What follows belongs to an exercise in optimizing a design on an open flow for small area; a production flow would make more cautious choices. In this exercise RTL edits were held to simulation tests only and were not proved equivalent to the original. No activity file was given, so power comes from the tool's default toggle rates.

[design/flow/config.mk]
export PLATFORM = sky130hd
export DESIGN_NAME = CH3_WATCH
export DESIGN_NICKNAME = CH3_WATCH
export VERILOG_FILES = /design/flow/design.v
export SDC_FILE = /design/flow/constraint.sdc
export NUM_CORES = 4
export LEC_CHECK = 0
export ABC_AREA = 1
export ABC_CLOCK_PERIOD_IN_PS = 10000
export CAP_MARGIN = 20
export CORE_MARGIN = 2
export CORE_UTILIZATION = 40
export SLEW_MARGIN = 20
[design/flow/constraint.sdc]
create_clock -name core_clock -period 10.0 [get_ports {CLK}]
set_input_delay 2.0000 -clock core_clock [delete_from_list [all_inputs] [get_ports {CLK}]]
set_output_delay 2.0000 -clock core_clock [all_outputs]
set_load 0.01 [all_outputs]
[design/flow/design.v]
module CH3_WT_SEP(
 CLK, RESETN, EN, TENS_MAX,
 U, T, CARRY
);
input CLK, RESETN, EN;
input [2:0] TENS_MAX;
output [3:0] U;
output [2:0] T;
output CARRY;
reg [3:0] U;
reg [2:0] T;
wire U9 = U[3] & U[0];
wire TM = (T[2] & T[0]);     
wire EN_T = EN & U9;
assign CARRY = EN_T & TM;
always @(posedge CLK)
	if (~RESETN)
		U <= 4'd0;
	else if (EN) begin
		U[0] <= ~U[0];
		U[1] <= (U[1] ^ U[0]) & ~U[3];
		U[2] <= U[2] ^ (U[1] & U[0]);
		U[3] <= (U[2] & U[1] & U[0]) | (U[3] & ~U[0]);
	end
always @(posedge CLK)
	if (~RESETN)
		T <= 3'd0;
	else if (EN_T) begin
		T[0] <= ~T[0];
		T[1] <= (T[1] ^ T[0]) & ~T[2];
		T[2] <= (T[1] & T[0]) | (T[2] & ~T[0]);
	end
endmodule
module CH3_WT_DECODER(
 BCD, DOT,
 SEG_DATA
);
input [3:0] BCD;
input DOT;
output [7:0] SEG_DATA;
wire b3 = BCD[3], b2 = BCD[2], b1 = BCD[1], b0 = BCD[0];
wire a = b3 | b1 | ~(b2 ^ b0);
wire b = ~b2 | ~(b1 ^ b0);
wire c = b2 | ~b1 | b0;
wire d = b3 | (~b2 & ~b0) | (b1 & ~b0) | (~b2 & b1) | (b2 & ~b1 & b0);
wire e = ~b0 & (~b2 | b1);
wire f = b3 | (~b1 & ~b0) | (b2 & ~b1) | (b2 & ~b0);
wire g = b3 | (b2 ^ b1) | (b1 & ~b0);
assign SEG_DATA = {a, b, c, d, e, f, g, DOT};
endmodule
module CH3_WATCH(
 RESETN, CLK,
 SEG_COM, SEG_DATA
);
input RESETN, CLK;
output [7:0] SEG_COM, SEG_DATA;
reg [9:0] X;
wire TICK = X[9] & X[8] & X[7] & X[6] & ~X[5] & ~X[4] & X[3] & X[2] & X[1] & ~X[0];
wire LD  = ~RESETN | TICK;    
wire LDN = ~LD;
always @(posedge CLK) begin
	X[0] <= RESETN & (TICK | (X[9] ^ X[6]));
	X[1] <= ~(LDN & X[0]);
	X[2] <= ~(LD | X[1]);
	X[3] <= ~(LDN & X[2]);
	X[4] <= ~(LD | X[3]);
	X[5] <= ~(LDN & X[4]);
	X[6] <= ~(LD | X[5]);
	X[7] <= ~(LDN & X[6]);
	X[8] <= ~(LD | X[7]);
	X[9] <= ~(LDN & X[8]);
end
wire [3:0] S1, M1;
wire [2:0] S10, M10;
wire S_C, M_C;
CH3_WT_SEP S_CNT (.CLK(CLK), .RESETN(RESETN), .EN(TICK),
                  .TENS_MAX(3'd5), .U(S1), .T(S10), .CARRY(S_C));
CH3_WT_SEP M_CNT (.CLK(CLK), .RESETN(RESETN), .EN(S_C),
                  .TENS_MAX(3'd5), .U(M1), .T(M10), .CARRY(M_C));
reg [3:0] H1;
reg [1:0] H10;
wire H_23 = H10[1] & H1[1] & H1[0];
wire H1_9 = H1[3] & H1[0];
always @(posedge CLK)
	if (~RESETN) begin
		H1 <= 4'd0; H10 <= 2'd0;
	end else if (M_C) begin
		if (H_23) begin
			H1 <= 4'd0; H10 <= 2'd0;
		end else begin
			H1[0] <= ~H1[0];
			H1[1] <= (H1[1] ^ H1[0]) & ~H1[3];
			H1[2] <= H1[2] ^ (H1[1] & H1[0]);
			H1[3] <= (H1[2] & H1[1] & H1[0]) | (H1[3] & ~H1[0]);
			if (H1_9)
				H10 <= {H10[0], ~H10[0]};
		end
	end
reg DP;
reg [1:0] PM;
always @(posedge CLK) begin
	DP <= RESETN & ~DP;
	PM[0] <= ~RESETN | ~(PM[0] ^ PM[1]);
	PM[1] <= ~RESETN | (PM[0] & ~PM[1]);
end
wire R  = ~DP & PM[1] & PM[0];
wire P0 = ~DP & ~PM[1] & ~PM[0];
wire P1 =  DP & ~PM[1] &  PM[0];
wire P2 = ~DP &  PM[1] & ~PM[0];
wire P3 =  DP & ~PM[1] & ~PM[0];
wire P4 = ~DP & ~PM[1] &  PM[0];
wire P5 =  DP &  PM[1] & ~PM[0];
assign SEG_COM = {DP | (PM[1] ^ PM[0]),
                  ~(PM[0] & (DP ^ PM[1])),
                  DP | ~PM[1],
                  (PM[0] ^ PM[1]) | ~(DP ^ PM[1]),
                  DP | ~PM[0],
                  ~(PM[1] & (DP ^ PM[0])),
                  ~R, ~R};
wire [3:0] NUM = ({4{P0}} & {2'b00, H10}) |
                 ({4{P1}} & H1) |
                 ({4{P2}} & {1'b0, M10}) |
                 ({4{P3}} & M1) |
                 ({4{P4}} & {1'b0, S10}) |
                 ({4{P5}} & S1);
CH3_WT_DECODER S_DECODE(NUM, DP, SEG_DATA);
endmodule
[design/flow/run.sh]
#!/bin/bash
# synth_recipe.tcl (not shown) runs the flow's synth.tcl, then flattens the netlist and writes it again
# the make line also repeats each setting of config.mk as NAME=value (left out here)
make -C /OpenROAD-flow-scripts/flow DESIGN_CONFIG=/design/flow/config.mk WORK_HOME=/design/flow/orfs CLKGATE_MAP_FILE= SYNTH_SCRIPT=/design/flow/synth_recipe.tcl finish
==> run notes <==
## Placed design
* 2.86 mm — half-perimeter wire length after detailed placement
* 0.784 — final weighted congestion of routability-driven global placement
* 17 — count of buffers inserted at the top-level ports
* 1980 µm² — area post-placement

## Logic synthesis
* 2 — count of yosys warnings during synthesis
* 1850 µm² — area of the mapped netlist
* 7.19 µm² — post-synthesis area per instance
* 274 — number of nets in the synthesized netlist
* 33 — Seq cells post-synth
* 30 — number of library cell types mapped by synthesis
* 35.7% — sequential area share after synthesis
* 257 — Post-Synthesis Cells

## Clock tree
* 5 — clock buffer count from CTS
* sky130_fd_sc_hd__clkbuf_8 — Clock Root Buffer
* 0 — Resize count post-CTS
* 0.08 ns — register clock-pin slew on the reported worst setup and hold paths
* 0.29 ns — Clk Latency, worst-skew pair
* 0 — number of hold buffers added after cts
* 33 — number of sinks driven by the clock tree
* 0 — Setup Fix Bufs, Post-CTS
* 2 — H-tree Lvls
* built — CTS tree
* 2 — worst-case clock buffer depth

## Worst hold path
* 1 — number of cells traversed by the worst hold path
* reg -> reg — type of the worst min-delay path

## Floorplan
* 5180 µm² — overall die area
* 18 — number of top-level pins
* 72.0 µm — Die Y
* 72.0 µm — Die Span X
* 4410 µm² — core region area
* 41.9% — Initial Utilization
* 24 — number of placement rows

## Worst setup path
* 8.14 ns — worst setup slack for register-to-register paths
* 9 — depth of the worst register-to-register path
* output port — element type at the critical path end
* 2.91 ns — Crit path arrival time
* flip-flop — CP startpoint kind
* 8.00 ns — Critical Path RT
* 5 — top fanout value on the critical path
* reg -> out — type of the setup path with the least slack

## Flow run
* 0 — max-capacitance violation count

## Global routing
* 6.85 mm — wire length of the first global-routing pass
* 1,458 — vias in the first global route
* 0 — antenna violations before repair
* 18 — pin count of the biggest net entering global routing
* 0 — grt ovf
* 16.8% — global router's overall resource usage

## Pwr
* 45.9% — share of power burned in registers
* 142 nW/µm² — power per unit of standard cell area
* 10.8% — share of total power in combinational logic
* 0.0000858 V — largest voltage drop on the vdd net
* 224 µW — Internal
* 73.2 µW — reported net switching power
* 0.000961 µW — LEAKAGE
* 297 µW — total power draw
* 24.7% — net switching share of the total power
* 43.3% — clock network fraction of total power

## Drt
* 4 — DRT Pass-1 Iters
* 0 — Final ANT Viol Nets
* 11.9 µm — WL per Instance
* 3.81 mm — Post-Route WL
* 0 — DRC
* 68 — iteration-0 DRC count of the detailed router
* 4.80 — Vias per Instance
* 1,536 — via count

## Finish
* 444 — filler instances
* 284 — final layout net count
* 13.4% — area grow syn2layout
* 7.46% — share of final-layout standard cells stronger than drive strength 1
* 2100 µm² — post-route standard cell area excluding fillers
* 0 — antenna diode count

## Timing
* 204 MHz — achievable clock frequency
* 0 ns — setup TNS after final layout
* 0 — final number of setup-violating endpoints
* 0.678 ns — Tightest Pin Transition
* 0 — final count of hold timing violations
* 54.7% — relative slew slack
* 49.1% — part of the cycle the worst path needs
* 0 — max-slew violation count
* no — RSZ-0062 raised after global routing
* 0.00375 ns — final worst clock skew
* 4.91 ns — final critical path time including I/O delays and setup

## Status
* no timing/DRC/antenna violations — status

-- cells by family after synthesis --
| kind of cell | share of synthesized area (%) |
|---|---|
| compound gates | 8.33 |
| xor+xnor | 0.474 |
| fa+ha+maj | 10.2 |
| buf+inv | 13.7 |
| flops | 35.7 |
| simple gates | 31.6 |
-- synth_stat cells --
library cell               instances  area [µm²]
sky130_fd_sc_hd__o21ai_0          10        50.1
sky130_fd_sc_hd__a31oi_1           1        6.26
sky130_fd_sc_hd__a21boi_0          1        7.51
sky130_fd_sc_hd__inv_1            39         146
sky130_fd_sc_hd__ha_1             15         188
sky130_fd_sc_hd__nand4_2           1        12.5
sky130_fd_sc_hd__a21oi_1          11        55.1
sky130_fd_sc_hd__nor2_4            1        11.3
sky130_fd_sc_hd__a211oi_1          1        7.51
sky130_fd_sc_hd__nand4_1           4        25.0
sky130_fd_sc_hd__nor2_2            2        12.5
sky130_fd_sc_hd__nor3_2            1        10.0
sky130_fd_sc_hd__nand4_4           1        21.3
sky130_fd_sc_hd__buf_2             1        5.00
sky130_fd_sc_hd__nand2_2           1        6.26
sky130_fd_sc_hd__nand3b_1          1        7.51
sky130_fd_sc_hd__xnor2_1           1        8.76
sky130_fd_sc_hd__buf_4             9        67.6
sky130_fd_sc_hd__nor3_1            2        10.0
sky130_fd_sc_hd__dfxtp_1          33         661
sky130_fd_sc_hd__clkbuf_1          2        7.51
sky130_fd_sc_hd__inv_2             1        3.75
sky130_fd_sc_hd__nor2_1           26        97.6
sky130_fd_sc_hd__buf_6             2        22.5
sky130_fd_sc_hd__nand3_1          26         130
sky130_fd_sc_hd__o22ai_1           2        12.5
sky130_fd_sc_hd__o211ai_1          2        15.0
sky130_fd_sc_hd__or2_2             4        25.0
sky130_fd_sc_hd__nor4_1            2        12.5
sky130_fd_sc_hd__nand2_1          54         203
-- stage by stage --
step | utilization, % | setup slack [ns] | hold slack [ns] | std cells
6_report | 47.5 | 5.09 | 0.392 | 320
5_1_grt | 47.5 | 4.80 | 0.416 | 320
4_1_cts | 47.5 | 5.08 | 0.394 | 320
3_5_place_dp | 44.9 | 5.40 | 0.374 | 312
3_3_place_gp | 44.9 | 5.56 | 0.370 | 312
2_1_floorplan | - | 6.06 | 0.365 | 257
-- final cells by class --
cell class / instances / area (µm²) / area share [%]
sequential: 33 / 661 / 31.5
tap: 52 / 65.1 / 3.10
clock inverter: 3 / 46.3 / 2.21
inverter: 40 / 150 / 7.16
multi-input combinational: 170 / 935 / 44.6
timing repair buffer: 17 / 170 / 8.12
clock buffer: 5 / 68.8 / 3.28
-- final timing paths --
path / from / end
setup / recovery: DP / SEG_DATA[4]
hold reg to reg: X[8] / X[9]
setup reg to reg: S_CNT.U[0] / H1[2]
hold / removal: X[8] / X[9]
-- worst max-delay path: stages, from the launching register on --
cell and delay (ns):
sky130_fd_sc_hd__dfxtp_1 0.40, sky130_fd_sc_hd__inv_1 0.11, sky130_fd_sc_hd__ha_1 0.27, sky130_fd_sc_hd__nand3_1 0.11, sky130_fd_sc_hd__o211ai_1 0.09, sky130_fd_sc_hd__nor3_1 0.40
sky130_fd_sc_hd__inv_1 0.12, sky130_fd_sc_hd__ha_1 0.22, sky130_fd_sc_hd__nor4_1 0.28, sky130_fd_sc_hd__o21ai_0 0.12, sky130_fd_sc_hd__clkdlybuf4s50_1 0.49
-- placed cells by master (no fill, tap or decap), types with 2 or more instances in the layout --
cell	count
sky130_fd_sc_hd__a21oi_1	11
sky130_fd_sc_hd__clkbuf_8	5
sky130_fd_sc_hd__clkdlybuf4s50_1	17
sky130_fd_sc_hd__dfxtp_1	33
sky130_fd_sc_hd__ha_1	15
sky130_fd_sc_hd__inv_1	39
sky130_fd_sc_hd__nand2_1	54
sky130_fd_sc_hd__nand3_1	26
sky130_fd_sc_hd__nand4_1	4
sky130_fd_sc_hd__nor2_1	26
sky130_fd_sc_hd__nor2_2	2
sky130_fd_sc_hd__nor3_1	2
sky130_fd_sc_hd__nor4_1	2
sky130_fd_sc_hd__o211ai_1	2
sky130_fd_sc_hd__o21ai_0	10
sky130_fd_sc_hd__o22ai_1	2
sky130_fd_sc_hd__or2_2	4
-- power groups by stage --
stage                     Combinational (µW)  Clock (µW)  Sequential, µW
after CTS                               32.3         131             136
final                                   32.0         129             136
after global routing                    35.5         138             137
after detailed placement                31.8           0             139
after global placement                  32.5           0             139
after floorplan                         19.1           0             139
-- routing by layer --
layer / global-route usage (%) / up-vias / wire length [µm]
li1: - / 833 / -
met4: 6.50 / 0 / 55
met5: 0 / - / 0
met2: 23.0 / 29 / 1490
met3: 4.86 / 6 / 187
met1: 24.7 / 668 / 2080

re-timing with driven ports:
Ports are ideal in the flow. The routed layout listed here was re-timed in OpenROAD.
Step 1 sets driving cells, clkbuf_16 on the clock port and buf_2 on the other inputs (assumed; they add their load-dependent delay and slew).
Step 2 moves the port delays by t, midway between the first and last clock arrival at a register: inputs arrive t later, outputs are due t later. That takes back most of the time a late clock gives input paths.
a / b / c = no drivers / after step 1 / after step 2; a / b = the first two.
t, ns: 0.311
slack for setup (ns): 5.095 / 5.069 / 5.380
worst setup path after step 2: register to output
latest minus earliest clock arrival (ns): 0.004 / 0.004
cell pins on the clock port's net: 1
After both steps this run still meets setup and hold. The setup slack of this run moves by -0.026 ns with the drivers and by +0.285 ns with both steps.
